What follows belongs to an exercise in optimizing a design on an open flow for small area, a short achievable clock period and few clock cycles; a production flow would make more cautious choices.
Where RTL was checked, it was by simulation tests only, not by an equivalence proof against the original.
No activity file was given, so power comes from the tool's default toggle rates.

## job 1570
Design LASER, start of the top module:
module LASER(CLK, RST, X, Y, C1X, C1Y, C2X, C2Y, DONE);
input CLK, RST;
input [3:0] X, Y;
output reg DONE;
output [3:0] C1X, C1Y, C2X, C2Y;
reg rq;
reg [3:0] xq;
reg [15:0] m0;
reg [15:0] m2;
reg [15:0] m3;
reg [15:0] m4;
reg [15:0] m5;
reg [15:0] m6;
reg [15:0] m7;
reg [15:0] m8;
reg [15:0] m9;
reg [15:0] m10;
reg [15:0] m11;
reg [15:0] m12;
reg [15:0] m13;
reg [15:0] m14;
reg [5:0] u;
wire [2:0] ph = u[2:0];
reg we, keep, cut, v6, v5, upd, last1, clr;
reg [3:0] yo;    
wire [5:0] un = (rq | (u == 6'd59)) ? 6'd63 : u + 6'd1;
wire [15:0] pdec = we ? (16'd1 << yo) : 16'd0;
always @(posedge CLK) begin
  rq <= RST;
  xq <= X;
  yo <= Y - {ph, 1'b0} - 4'd4;
  u <= un;
  we    <= ~RST & (un <= 6'd39);
  keep  <= ~RST & (un <= 6'd54);
  cut   <= (un >= 6'd40) & (un <= 6'd47);
  v6    <= (un[2:0] <= 3'd6);
  v5    <= (un[2:0] <= 3'd5);
  upd   <= ~RST & (un >= 6'd43) & (un <= 6'd58);
  last1 <= (un == 6'd50);
  clr   <= RST | (un == 6'd63);
end
localparam [7:0] E0_0 = 8'b11111010, E0_1 = 8'b01111111;
wire [1:0] wr0 = m0[1:0] & ~({2{cut}} & {E0_1[ph], E0_0[ph]});
always @(posedge CLK) m0 <= (keep ? {wr0, m0[15:2]} : 16'd0) | ((xq == 4'd0) ? pdec : 16'd0);
localparam [7:0] E2_0 = 8'b01110111, E2_1 = 8'b10101111;
wire [1:0] wr2 = m2[1:0] & ~({2{cut}} & {E2_1[ph], E2_0[ph]});
always @(posedge CLK) m2 <= (keep ? {wr2, m2[15:2]} : 16'd0) | ((xq == 4'd2) ? pdec : 16'd0);
localparam [7:0] E3_0 = 8'b01110111, E3_1 = 8'b10101111;
wire [1:0] wr3 = m3[1:0] & ~({2{cut}} & {E3_1[ph], E3_0[ph]});
always @(posedge CLK) m3 <= (keep ? {wr3, m3[15:2]} : 16'd0) | ((xq == 4'd3) ? pdec : 16'd0);
localparam [7:0] E4_0 = 8'b11111111, E4_1 = 8'b10101111;
wire [1:0] wr4 = m4[1:0] & ~({2{cut}} & {E4_1[ph], E4_0[ph]});
always @(posedge CLK) m4 <= (keep ? {wr4, m4[15:2]} : 16'd0) | ((xq == 4'd4) ? pdec : 16'd0);
localparam [7:0] E5_0 = 8'b01110111, E5_1 = 8'b10101111;
wire [1:0] wr5 = m5[1:0] & ~({2{cut}} & {E5_1[ph], E5_0[ph]});
always @(posedge CLK) m5 <= (keep ? {wr5, m5[15:2]} : 16'd0) | ((xq == 4'd5) ? pdec : 16'd0);
localparam [7:0] E6_0 = 8'b01110111, E6_1 = 8'b10101111;
wire [1:0] wr6 = m6[1:0] & ~({2{cut}} & {E6_1[ph], E6_0[ph]});
  ...
For scale: about 1600 cells after synthesis, about 350 flip-flops.
Settings: LEC_CHECK=0, ABC_AREA=1, CAP_MARGIN=20, CORE_MARGIN=2, CORE_UTILIZATION=40, CTS_BUF_LIST=sky130_fd_sc_hd__clkbuf_16, CTS_CLUSTER_DIAMETER=150, CTS_CLUSTER_SIZE=20, SETUP_SLACK_MARGIN=3.7, SLEW_MARGIN=20; clock period 6.0 ns.
run.sh (not shown) runs the stock make flow with config.mk's settings and CLKGATE_MAP_FILE= SYNTH_SCRIPT=/design/flow/synth_recipe.tcl, a recipe that flattens the netlist after the stock synthesis.
Job 1570 did not stop at any stage, and its layout met the timing, DRC and antenna checks.
[inputs] job 7396 vs job 1570
Settings: swapping 3.7 for 3.8 in SETUP_SLACK_MARGIN.
==> run summary <==
- In the flow results for job 7396 and job 1570, the worst slack after detailed placement is larger on job 1570.
- Proportion of cell area occupied by multi-input gates delta (job 1570 -> job 7396): insignificant
- Total design power on job 7396 is behind job 1570.
- Part of the power in registers (lower): job 7396
- In the metrics for job 7396 and job 1570, the one carrying the lower critical path depth is job 1570.
No functional check of the RTL was part of any run of this note.

* * *

Another version of the RTL of LASER (not shown whole).
Size in the first run: about 1800 cells after synthesis, ~390 flip-flops, ~27 I/O pins, about 18000 um2 of cells after synthesis.
// LASER
module LASER(CLK, RST, X, Y, C1X, C1Y, C2X, C2Y, DONE);
input CLK, RST;
input [3:0] X, Y;
output reg DONE;
output [3:0] C1X, C1Y, C2X, C2Y;
reg rq;
reg [3:0] xq;
reg [5:0] t;
reg [2:0] ph;
reg [15:0] m0;
reg [15:0] m2;
reg [15:0] m3;
reg [15:0] m4;
reg [15:0] m5;
reg [15:0] m6;
reg [15:0] m7;
reg [15:0] m8;
reg [15:0] m9;
reg [15:0] m10;
reg [15:0] m11;
reg [15:0] m12;
reg [15:0] m13;
reg [15:0] m14;
reg we, keep, upd, first2, upd1, clr;
reg [3:0] yo;    
reg [24:0] mk;   
wire [5:0] tn = rq ? 6'd0 : (t == 6'd59) ? 6'd0 : t + 6'd1;
wire [2:0] phn = rq ? 3'd0 : ph + 3'd1;
wire pn = (tn >= 6'd49);
wire [15:0] pdec = we ? (16'd1 << yo) : 16'd0;
always @(posedge CLK) begin
  rq <= RST;
  xq <= X;
  yo <= Y - {ph, 1'b0} - 4'd4;
  t <= tn;
  ph <= phn;
  we     <= ~RST & (tn >= 6'd1) & (tn <= 6'd40);
  keep   <= ~RST & (tn >= 6'd1) & (tn <= 6'd55);
  upd    <= ~RST & (tn >= 6'd43) & (tn <= 6'd58);
  upd1   <= (tn <= 6'd50);
  first2 <= (tn == 6'd51);
  clr    <= RST | (tn == 6'd0);
  ...
Settings: LEC_CHECK=0, CAP_MARGIN=20, CORE_MARGIN=2, CORE_UTILIZATION=40, SETUP_SLACK_MARGIN=3.3, SLEW_MARGIN=20; clock period 6.0 ns.
The starting point went through all stages and came out clean.
Then changed:
SETUP_SLACK_MARGIN = not set   (was 3.3)
The changed run completed without violations; power went up by 0.34%; register-to-register slack got worse by 0.67 ns; setup slack loses 0.67 ns; non-clock buffer count is lower by 43.
No functional check of the RTL was part of any run of this note.

* * *

Setup of rev 12:
LASER, a different RTL version from the one above (not shown whole).
Size: about 1600 cells after synthesis, ~350 flip-flops, roughly 14000 µm² of cells after synthesis.
export LEC_CHECK = 0
export ABC_AREA = 1
export CAP_MARGIN = 20
export CORE_MARGIN = 2
export CORE_UTILIZATION = 40
export CTS_BUF_LIST = sky130_fd_sc_hd__clkbuf_4 sky130_fd_sc_hd__clkbuf_8
export SETUP_SLACK_MARGIN = 3.7
export SLEW_MARGIN = 20
create_clock -name core_clock -period 6.0 [get_ports {CLK}]
Testbench counts of rev 12, summed over its fixed seeds: cycles 15,608.
Setup changes, rev 12 to rev 13
- SETUP_SLACK_MARGIN changed from 3.7 to 3.8
## What came out
| relative slew slack | rev 13 vs rev 12 | 3.1 points lower |. ~same clock power in rev 12 and rev 13. Per the comparison of rev 13 with rev 12, via count normalized by instance count moved down; count of plain and timing-repair buffers in the layout shows an increase of 4. Looking at rev 12 and rev 13, the sequential power is a wash. Between rev 12 and rev 13, the flow reports area occupied by multi-input gates increasing slightly. Where via count is concerned, rev 12 is outperformed by rev 13. Rev 13 against rev 12; final cell count without fillers is up slightly. Rev 13 vs rev 12: final area up slightly. Delta (rev 13 minus rev 12): proportion of total power due to net switching rose 0.53 points, worst setup slack saw an increase.

* * *

LASER, a different RTL version from the one above (not shown whole).
Size: roughly 1600 cells after synthesis, about 350 flip-flops, ~27 I/O pins.
## LASER
module LASER(CLK, RST, X, Y, C1X, C1Y, C2X, C2Y, DONE);
input CLK, RST;
input [3:0] X, Y;
output reg DONE;
output [3:0] C1X, C1Y, C2X, C2Y;
reg rq;
reg [3:0] xq;
reg [15:0] m0;
reg [15:0] m2;
reg [15:0] m3;
reg [15:0] m4;
reg [15:0] m5;
reg [15:0] m6;
reg [15:0] m7;
reg [15:0] m8;
reg [15:0] m9;
reg [15:0] m10;
reg [15:0] m11;
reg [15:0] m12;
reg [15:0] m13;
reg [15:0] m14;
reg [5:0] u;
wire [2:0] ph = u[2:0];
reg we, keep, cut, v6, v5, upd, last1, clr;
reg [3:0] yo;    
wire [5:0] un = (rq | (u == 6'd59)) ? 6'd63 : u + 6'd1;
wire [15:0] pdec = we ? (16'd1 << yo) : 16'd0;
always @(posedge CLK) begin
  rq <= RST;
  xq <= X;
  yo <= Y - {ph, 1'b0} - 4'd4;
  u <= un;
  we    <= ~RST & (un <= 6'd39);
  keep  <= ~RST & (un <= 6'd54);
  cut   <= (un >= 6'd40) & (un <= 6'd47);
  v6    <= (un[2:0] <= 3'd6);
  v5    <= (un[2:0] <= 3'd5);
  upd   <= ~RST & (un >= 6'd43) & (un <= 6'd58);
  last1 <= (un == 6'd50);
  clr   <= RST | (un == 6'd63);
end
localparam [7:0] E0_0 = 8'b11111010, E0_1 = 8'b01111111;
wire [1:0] wr0 = m0[1:0] & ~({2{cut}} & {E0_1[ph], E0_0[ph]});
always @(posedge CLK) m0 <= (keep ? {wr0, m0[15:2]} : 16'd0) | ((xq == 4'd0) ? pdec : 16'd0);
localparam [7:0] E2_0 = 8'b01110111, E2_1 = 8'b10101111;
wire [1:0] wr2 = m2[1:0] & ~({2{cut}} & {E2_1[ph], E2_0[ph]});
always @(posedge CLK) m2 <= (keep ? {wr2, m2[15:2]} : 16'd0) | ((xq == 4'd2) ? pdec : 16'd0);
localparam [7:0] E3_0 = 8'b01110111, E3_1 = 8'b10101111;
wire [1:0] wr3 = m3[1:0] & ~({2{cut}} & {E3_1[ph], E3_0[ph]});
always @(posedge CLK) m3 <= (keep ? {wr3, m3[15:2]} : 16'd0) | ((xq == 4'd3) ? pdec : 16'd0);
localparam [7:0] E4_0 = 8'b11111111, E4_1 = 8'b10101111;
wire [1:0] wr4 = m4[1:0] & ~({2{cut}} & {E4_1[ph], E4_0[ph]});
always @(posedge CLK) m4 <= (keep ? {wr4, m4[15:2]} : 16'd0) | ((xq == 4'd4) ? pdec : 16'd0);
localparam [7:0] E5_0 = 8'b01110111, E5_1 = 8'b10101111;
wire [1:0] wr5 = m5[1:0] & ~({2{cut}} & {E5_1[ph], E5_0[ph]});
  ...
export LEC_CHECK = 0
export ABC_AREA = 1
export CAP_MARGIN = 20
export CORE_MARGIN = 2
export CORE_UTILIZATION = 40
export CTS_BUF_LIST = sky130_fd_sc_hd__clkbuf_16
export CTS_CLUSTER_DIAMETER = 200
export CTS_CLUSTER_SIZE = 30
export SETUP_SLACK_MARGIN = 3.7
export SLEW_MARGIN = 20
create_clock -name core_clock -period 6.0 [get_ports {CLK}]
Testbench counts at the start, summed over its fixed seeds: cycles 15,608.
==> next run, changes <==
--- a/flow/config.mk
+++ b/flow/config.mk
@@ -11,6 +11,6 @@
 export CORE_UTILIZATION = 40
 export CTS_BUF_LIST = sky130_fd_sc_hd__clkbuf_16
-export CTS_CLUSTER_DIAMETER = 200
-export CTS_CLUSTER_SIZE = 30
+export CTS_CLUSTER_DIAMETER = 150
+export CTS_CLUSTER_SIZE = 20
 export SETUP_SLACK_MARGIN = 3.7
 export SLEW_MARGIN = 20
=> The changed run went through all stages and came out clean. Setup slack improves by 0.012 ns. Count of clock-buffer cells in the layout came out higher by 6. Utilization went up by 0.36 points. Global-route usage barely changes. Wire length increases by 0.40%. Clock skew stays flat. Synthesized cell count stays the same.
==> next run, changes <==
--- a/flow/config.mk
+++ b/flow/config.mk
@@ -9,5 +9,5 @@
 export CAP_MARGIN = 20
 export CORE_MARGIN = 2
-export CORE_UTILIZATION = 40
+export CORE_UTILIZATION = 55
 export CTS_BUF_LIST = sky130_fd_sc_hd__clkbuf_16
 export CTS_CLUSTER_DIAMETER = 150
The new run completed with no timing, DRC or antenna violations.
Setup slack degrades by 0.046 ns.
Maximum frequency drops by about 2%.
Core utilization climbs by 16 points.
Design area fell by about 1%.
Wire length increases by 3.2%.
Clock skew rose by 0.011 ns.
Synthesized cell count is unchanged.
Critical path depth went up by 4.
Sequential share of layout area climbs by 0.44 points.
==> next run, changes <==
--- a/flow/config.mk
+++ b/flow/config.mk
@@ -9,8 +9,8 @@
 export CAP_MARGIN = 20
 export CORE_MARGIN = 2
-export CORE_UTILIZATION = 55
+export CORE_UTILIZATION = 40
 export CTS_BUF_LIST = sky130_fd_sc_hd__clkbuf_16
 export CTS_CLUSTER_DIAMETER = 150
 export CTS_CLUSTER_SIZE = 20
-export SETUP_SLACK_MARGIN = 3.7
+export SETUP_SLACK_MARGIN = 3.8
 export SLEW_MARGIN = 20
=> Final area went up by 2.7%; setup slack gets better by 0.10 ns; clock skew is about the same; sequential share of layout area decreases by 1.2 points; maximum frequency increases by 4.5%; hold slack stays flat; wire length is lower by about 0.4%; total power rose by about 1.7%; via count went up by about 0.7%.
==> next run, changes <==
--- a/flow/config.mk
+++ b/flow/config.mk
@@ -13,4 +13,4 @@
 export CTS_CLUSTER_DIAMETER = 150
 export CTS_CLUSTER_SIZE = 20
-export SETUP_SLACK_MARGIN = 3.8
+export SETUP_SLACK_MARGIN = 3.62
 export SLEW_MARGIN = 20
=>
- sequential share of layout area rises by 0.83 points
- clock skew climbs by 0.0049 ns
- design area decreases by about 2.1%
- synthesized cell count is unchanged

* * *

LASER, a different RTL version from the one above (not shown whole).
Size: ~1900 cells after synthesis, ~390 flip-flops, about 19000 sq um of cells after synthesis.
Settings: LEC_CHECK=0, CAP_MARGIN=20, CORE_MARGIN=2, CORE_UTILIZATION=40, SETUP_SLACK_MARGIN=3.3, SLEW_MARGIN=20; clock period 6.0 ns.
The first run finished clean.
==> next run, changes <==
SETUP_SLACK_MARGIN = not set   (was 3.3)
After rerunning: Die area does not change. Global-route usage fell by 0.81 points. Power fell by 3.4%. Clock skew rose by 0.0051 ns. Clock power fell by about 6%.
Function was not checked in any run of this note: the RTL went through the layout flow alone.

* * *

Another version of the RTL of LASER (not shown whole).
Size: ~1400 cells after synthesis, roughly 27 I/O pins, roughly 15000 µm² of cells after synthesis.
// LASER
module LASER(CLK, RST, X, Y, C1X, C1Y, C2X, C2Y, DONE);
input CLK, RST;
input [3:0] X, Y;
output reg DONE;
output [3:0] C1X, C1Y, C2X, C2Y;
reg rq;
reg [3:0] xq;
reg [5:0] t;
reg [2:0] ph;
reg [15:0] m0;
reg [15:0] m2;
reg [15:0] m3;
reg [15:0] m4;
reg [15:0] m5;
reg [15:0] m6;
reg [15:0] m7;
reg [15:0] m8;
reg [15:0] m9;
reg [15:0] m10;
reg [15:0] m11;
reg [15:0] m12;
reg [15:0] m13;
reg [15:0] m14;
reg we, keep, pass2, upd, upd2, clr;
reg [3:0] yo;    
wire [5:0] tn = rq ? 6'd0 : (t == 6'd60) ? 6'd0 : t + 6'd1;
wire [15:0] pdec = we ? (16'd1 << yo) : 16'd0;
always @(posedge CLK) begin
  rq <= RST;
  xq <= X;
  yo <= Y - {ph, 1'b0} - 4'd4;
  t <= tn;
  ph <= rq ? 3'd0 : ph + 3'd1;
  we    <= ~RST & (tn >= 6'd1) & (tn <= 6'd40);
  keep  <= ~RST & (tn >= 6'd1) & (tn <= 6'd55);
  pass2 <= (tn >= 6'd49);
  upd   <= ~RST & (tn >= 6'd44) & (tn <= 6'd59);
  upd2  <= (tn >= 6'd52);
  clr   <= RST | (tn == 6'd0);
end
always @(posedge CLK) m0 <= (keep ? {m0[1:0], m0[15:2]} : 16'd0) | ((xq == 4'd0) ? pdec : 16'd0);
always @(posedge CLK) m2 <= (keep ? {m2[1:0], m2[15:2]} : 16'd0) | ((xq == 4'd2) ? pdec : 16'd0);
always @(posedge CLK) m3 <= (keep ? {m3[1:0], m3[15:2]} : 16'd0) | ((xq == 4'd3) ? pdec : 16'd0);
always @(posedge CLK) m4 <= (keep ? {m4[1:0], m4[15:2]} : 16'd0) | ((xq == 4'd4) ? pdec : 16'd0);
always @(posedge CLK) m5 <= (keep ? {m5[1:0], m5[15:2]} : 16'd0) | ((xq == 4'd5) ? pdec : 16'd0);
always @(posedge CLK) m6 <= (keep ? {m6[1:0], m6[15:2]} : 16'd0) | ((xq == 4'd6) ? pdec : 16'd0);
always @(posedge CLK) m7 <= (keep ? {m7[1:0], m7[15:2]} : 16'd0) | ((xq == 4'd7) ? pdec : 16'd0);
  ...
==> flow/config.mk <==
export PLATFORM = sky130hd
export DESIGN_NAME = LASER
export DESIGN_NICKNAME = LASER
export VERILOG_FILES = /design/flow/design.v
export SDC_FILE = /design/flow/constraint.sdc
export NUM_CORES = 4
export LEC_CHECK = 0
export CAP_MARGIN = 20
export CORE_MARGIN = 2
export CORE_UTILIZATION = 40
export SETUP_SLACK_MARGIN = 3.0
export SLEW_MARGIN = 20
==> flow/constraint.sdc <==
create_clock -name core_clock -period 6.0 [get_ports {CLK}]
set_input_delay 1.2000 -clock core_clock [delete_from_list [all_inputs] [get_ports {CLK}]]
set_output_delay 1.2000 -clock core_clock [all_outputs]
set_load 0.01 [all_outputs]
Edit:
Settings changed: SETUP_SLACK_MARGIN 3.0 to not set.
- design area drops by 2.5%
- worst setup slack is worse by 460 ps
- final cell count drops by 1.4%
No functional check of the RTL was part of any run of this note.

-- port drivers added, routing unchanged --
Ports are ideal in the flow. The routed layouts listed here were re-timed in OpenROAD.
Step 1 (the two cells are an assumption about what drives the block):
set clk [get_ports {CLK}]
set_driving_cell -lib_cell sky130_fd_sc_hd__clkbuf_16 $clk
set_driving_cell -lib_cell sky130_fd_sc_hd__buf_2 [delete_from_list [all_inputs] $clk]
Step 2 moves the port delays by t, midway between the first and last clock arrival at a register: inputs arrive t later, outputs are due t later. That takes back most of the time a late clock gives input paths.
a / b / c = ideal ports / drivers / drivers and shift; a / b = the first two.
run	t, ns	slack for setup (ns)	clock arrival spread, ns	slew at the worst register clock pin (ns)
job 1570	0.561	3.739 / 3.689 / 3.255	0.017 / 0.017	0.09 / 0.09
job 7396	0.566	3.787 / 3.755 / 3.279	0.027 / 0.027	0.09 / 0.09
the first run of note 2	0.603	2.805 / 2.805 / 2.805	0.037 / 0.037	0.07 / 0.07
the second run of note 2	0.617	2.135 / 2.135 / 2.135	0.026 / 0.025	0.06 / 0.06
rev 12	0.621	3.751 / 3.707 / 3.215	0.053 / 0.053	0.07 / 0.07
rev 13	0.651	3.759 / 3.713 / 3.214	0.031 / 0.030	0.07 / 0.07
the first run of note 4	0.546	3.732 / 3.694 / 3.251	0.013 / 0.013	0.11 / 0.11
the second run of note 4	0.560	3.744 / 3.695 / 3.245	0.010 / 0.010	0.08 / 0.08
the third run of note 4	0.568	3.699 / 3.698 / 3.256	0.022 / 0.023	0.09 / 0.09
the fourth run of note 4	0.568	3.798 / 3.762 / 3.493	0.021 / 0.020	0.08 / 0.08
the fifth run of note 4	0.569	3.673 / 3.622 / 3.162	0.024 / 0.024	0.08 / 0.08
the first run of note 5	0.605	2.893 / 2.893 / 2.893	0.032 / 0.031	0.06 / 0.06
the second run of note 5	0.601	2.036 / 2.036 / 2.036	0.035 / 0.035	0.06 / 0.06
the first run of note 6	0.583	2.300 / 2.300 / 2.300	0.031 / 0.031	0.06 / 0.06
the second run of note 6	0.586	1.838 / 1.838 / 1.838	0.038 / 0.038	0.06 / 0.06
After both steps setup and hold are still met in every run listed. For rev 13, which loses most, drivers alone change the setup slack by -0.046 ns; drivers and shift together by -0.545 ns.
